Source: an optimization exercise on an open RTL-to-GDS flow (aim: a short achievable clock period and few clock cycles). Production flows keep margins and buffers that such runs may drop. The RTL was checked by simulation tests, not by an equivalence proof against the original design. Power and IR drop assume default switching activity.

Setup of before:
Design processor, start of the top module:
module processor (
    input clk,
    input rst,
    output [31:0] imem_addr,
    input  [31:0] imem_rdata,
    output [31:0] dmem_addr,
    output [15:0] dmem_wdata,
    output        dmem_we,
    input  [15:0] dmem_rdata
);
    wire [11:1] pc;
    wire [11:1] f_target;
    reg [11:1] IF_ID_pc;
    reg [11:1] IF_ID_target;      
    reg [31:0] IF_ID_instruction;
    reg [31:0] IF_ID_rs1_sel, IF_ID_rs2_sel;    
    reg IF_ID_valid;
    reg [31:0] ID_EX_a, ID_EX_b;
    reg [31:0] ID_EX_cmp;         
    reg [4:0] ID_EX_shamt;        
    reg [15:0] ID_EX_sdata;
    reg ID_EX_sdata_late;         
    reg ID_EX_sum, ID_EX_sub, ID_EX_sum0;
    reg [2:0] ID_EX_op;
    reg [4:0] ID_EX_rd_addr;
    reg [11:1] ID_EX_target;
    reg ID_EX_wr, ID_EX_load, ID_EX_store, ID_EX_branch, ID_EX_kill;
    reg [31:0] EX_MEM_sum, EX_MEM_other;
    reg EX_MEM_sel_sum;
    reg [15:0] EX_MEM_sdata;
    reg [4:0] EX_MEM_rd_addr;
    reg EX_MEM_wr, EX_MEM_load, EX_MEM_store;
    wire stall;
    wire branch_taken;
    fetch_unit fetch (
        .clk(clk),
        .rst(rst),
  ...
Size in the first run: roughly 5,700 cells after synthesis.
==> flow/config.mk <==
export PLATFORM = sky130hd
export DESIGN_NAME = processor
export DESIGN_NICKNAME = processor
export VERILOG_FILES = /design/flow/design.v
export SDC_FILE = /design/flow/constraint.sdc
export NUM_CORES = 4
export LEC_CHECK = 0
export CAP_MARGIN = 20
export CORE_MARGIN = 2
export CORE_UTILIZATION = 40
export SLEW_MARGIN = 20
export SYNTH_HIERARCHICAL = 1
==> flow/constraint.sdc <==
create_clock -name core_clock -period 9.0 [get_ports {clk}]
set_input_delay 1.8000 -clock core_clock [delete_from_list [all_inputs] [get_ports {clk}]]
set_output_delay 1.8000 -clock core_clock [all_outputs]
set_load 0.01 [all_outputs]
standard.sh (not shown) runs the stock make flow with config.mk's settings and CLKGATE_MAP_FILE= SYNTH_SCRIPT=/design/flow/synth_recipe.tcl, a recipe that flattens the netlist after the stock synthesis.
==> flow/flow/run.sh <==
#!/bin/bash
# Layout flow: the standard synthesis unchanged, then the standard ORFS
# steps with three settings changed:
#  - port buffers are buf_4 cells (buffer_ports picks a slow delay cell
#    otherwise);
#  - repair may resize cells to any footprint;
#  - repair_timing aims for a 6.5 ns setup margin, i.e. works on every path
#    longer than 2.5 ns.
# Each step's full output goes to a log file in this folder.
set -euo pipefail
bash standard.sh synth > synth.log 2>&1
bash standard.sh "BUFFER_PORTS_ARGS=-buffer_cell sky130_fd_sc_hd__buf_4" \
    MATCH_CELL_FOOTPRINT=0 SETUP_SLACK_MARGIN=6.5 finish > layout.log 2>&1
Testbench counts of before, summed over its fixed seeds: cycles 30,477.
[inputs] after vs before
-- flow/design.v --
<<< before, line 185
    reg ID_EX_wr, ID_EX_load, ID_EX_store, ID_EX_branch, ID_EX_kill;
    reg [31:0] EX_MEM_sum, EX_MEM_other;
    reg EX_MEM_sel_sum;
    reg [15:0] EX_MEM_sdata;
>>> after, line 185
    reg ID_EX_wr, ID_EX_load, ID_EX_store, ID_EX_branch, ID_EX_kill;
    reg [31:0] EX_MEM_sum, EX_MEM_other;
    reg [31:0] EX_MEM_addr;       
    reg EX_MEM_sel_sum;
    reg [15:0] EX_MEM_sdata;
<<< before, line 190
    reg EX_MEM_wr, EX_MEM_load, EX_MEM_store;
    wire stall;
    wire branch_taken;
    fetch_unit fetch (
        .clk(clk),
>>> after, line 191
    reg EX_MEM_wr, EX_MEM_load, EX_MEM_store;
    wire stall;
    wire branch_taken;            
    wire early_taken;             
    wire redirect = branch_taken || early_taken;
    fetch_unit fetch (
        .clk(clk),
<<< before, line 197
        .branch_taken(branch_taken),
        .branch_target(ID_EX_target),
        .stall(stall),
        .pc(pc),
>>> after, line 200
        .branch_taken(branch_taken),
        .branch_target(ID_EX_target),
        .early_taken(early_taken),
        .early_target(IF_ID_target),
        .stall(stall),
        .pc(pc),
<<< before, line 205
        if (rst) begin
            IF_ID_valid <= 1'b0;
        end else if (branch_taken) begin
            IF_ID_valid <= 1'b0;
        end else if (!stall) begin
>>> after, line 210
        if (rst) begin
            IF_ID_valid <= 1'b0;
        end else if (redirect) begin
            IF_ID_valid <= 1'b0;
        end else if (!stall) begin
<<< before, line 286
                      dist2_rs2 ? mem_result : rs2_data;
    wire d_bubble = stall || !IF_ID_valid;
    always @(posedge clk or posedge rst) begin
        if (rst) begin
>>> after, line 291
                      dist2_rs2 ? mem_result : rs2_data;
    wire d_bubble = stall || !IF_ID_valid;
    wire early_cand = IF_ID_valid && Branch &&
                      ID_EX_wr && ID_EX_sum && !ID_EX_load && !ID_EX_kill &&
                      (((rs1_addr == ID_EX_rd_addr) && (rs2_addr == 5'b00000)) ||
                       ((rs2_addr == ID_EX_rd_addr) && (rs1_addr == 5'b00000)));
    wire [31:1] carries = ID_EX_a[30:0] | ID_EX_b[30:0];
    wire sum_zero = ({ID_EX_a[31:1] ^ (ID_EX_b[31:1] ^ carries), ID_EX_sum0} == 32'b0);
    assign early_taken = early_cand && sum_zero;
    always @(posedge clk or posedge rst) begin
        if (rst) begin
<<< before, line 297
            ID_EX_load <= !d_bubble && MemRead;
            ID_EX_store <= !d_bubble && MemWrite;
            ID_EX_branch <= !d_bubble && Branch;
            ID_EX_kill <= branch_taken;
        end
>>> after, line 309
            ID_EX_load <= !d_bubble && MemRead;
            ID_EX_store <= !d_bubble && MemWrite;
            ID_EX_branch <= !d_bubble && Branch && !early_cand;
            ID_EX_kill <= branch_taken;
        end
<<< before, line 344
    assign branch_taken = ID_EX_branch && !ID_EX_kill && (ID_EX_a == ID_EX_cmp);
    wire [15:0] sdata = ID_EX_sdata_late ? mem_result[15:0] : ID_EX_sdata;
    always @(posedge clk or posedge rst) begin
        if (rst) begin
            EX_MEM_wr <= 1'b0;
            EX_MEM_load <= 1'b0;
            EX_MEM_store <= 1'b0;
        end else begin
            EX_MEM_wr <= ID_EX_wr && !ID_EX_kill;
            EX_MEM_load <= ID_EX_load && !ID_EX_kill;
            EX_MEM_store <= ID_EX_store && !ID_EX_kill;
        end
    end
    always @(posedge clk) begin
>>> after, line 356
    assign branch_taken = ID_EX_branch && !ID_EX_kill && (ID_EX_a == ID_EX_cmp);
    wire [15:0] sdata = ID_EX_sdata_late ? mem_result[15:0] : ID_EX_sdata;
    always @(posedge clk) begin
        EX_MEM_wr <= ID_EX_wr && !ID_EX_kill;
        EX_MEM_load <= ID_EX_load && !ID_EX_kill;
        EX_MEM_store <= ID_EX_store && !ID_EX_kill;
    end
    always @(posedge clk) begin
        EX_MEM_addr <= alu_sum & {32{ID_EX_load || ID_EX_store}};
    end
    always @(posedge clk) begin
<<< before, line 362
        EX_MEM_rd_addr <= ID_EX_rd_addr;
    end
    assign dmem_addr = EX_MEM_sum;
    assign dmem_wdata = EX_MEM_sdata;
    assign dmem_we = EX_MEM_store;
>>> after, line 371
        EX_MEM_rd_addr <= ID_EX_rd_addr;
    end
    assign dmem_addr = EX_MEM_addr;
    assign dmem_wdata = EX_MEM_sdata;
    assign dmem_we = EX_MEM_store;
<<< before, line 374
    input branch_taken,
    input [11:1] branch_target,
    input stall,
    output reg [11:1] pc,
>>> after, line 383
    input branch_taken,
    input [11:1] branch_target,
    input early_taken,
    input [11:1] early_target,
    input stall,
    output reg [11:1] pc,
<<< before, line 395
    assign target = {hi_full, low_sum[8:0]};
    wire [11:1] pc_plus_2 = pc + 11'd2;
    always @(posedge clk or posedge rst) begin
        if (rst) begin
            pc <= 11'b0;
        end else if (branch_taken) begin
            pc <= branch_target;
        end else if (!stall) begin
            pc <= fast ? fast_target : pc_plus_2;
>>> after, line 406
    assign target = {hi_full, low_sum[8:0]};
    wire [11:1] pc_plus_2 = pc + 11'd2;
    always @(posedge clk) begin
        if (rst) begin
            pc <= 11'b0;
        end else if (branch_taken) begin
            pc <= branch_target;
        end else if (early_taken) begin
            pc <= early_target;
        end else if (!stall) begin
            pc <= fast ? fast_target : pc_plus_2;
[summary]
- Taking before as the reference point, the number of nets at the end of the flow of after rises by 233.
- Cell leakage power: higher on after
- The final reports for after and before show area added between synthesis and finish lower in the former.
- Compared after against before; switching share of power within noise.
- Taking before as the reference, in after number of search-and-repair iterations in the first detailed-routing pass lost 14, power spent charging and discharging nets moved up, fraction of area in clock buffers and inverters barely changed.
- The timing startpoint of the critical path comes out IF_ID_rs2_sel[16] in one run and fetch.pc[1] in the other, namely in after and before respectively.
- Of before and after, the higher final standard cell utilization of the core belongs to before.
- Taking before as the reference, in after detailed-route wire length now larger, total via count in the routed design now larger, clock latency on the worst-skew pair comparable, total number of placement rows now larger.
- after vs before — sequential cell count rose 2.4%.
Testbench counts of after, summed over its fixed seeds: cycles 29,929.

port drivers added, routing unchanged:
Ports are ideal in the flow. The routed layouts listed here were re-timed in OpenROAD.
Step 1 assumes that a clkbuf_16 drives the clock port and a buf_2 every other input.
Step 2 also shifts input and output timing later by t, the mid clock arrival at the registers, as if the neighbouring blocks saw the same clock.
Three values: ideal ports, drivers, drivers and shift; two values: the first two.
run | t (ns) | slack for setup (ns) | worst slew at a driven data input, ns
before | 0.913 | 5.802 / 5.719 / 5.078 | 0.10
after | 0.911 | 5.858 / 5.810 / 5.113 | 0.08
After both steps every run listed still meets setup and hold. For after, which loses most, drivers alone change the setup slack by -0.048 ns; drivers and shift together by -0.745 ns.
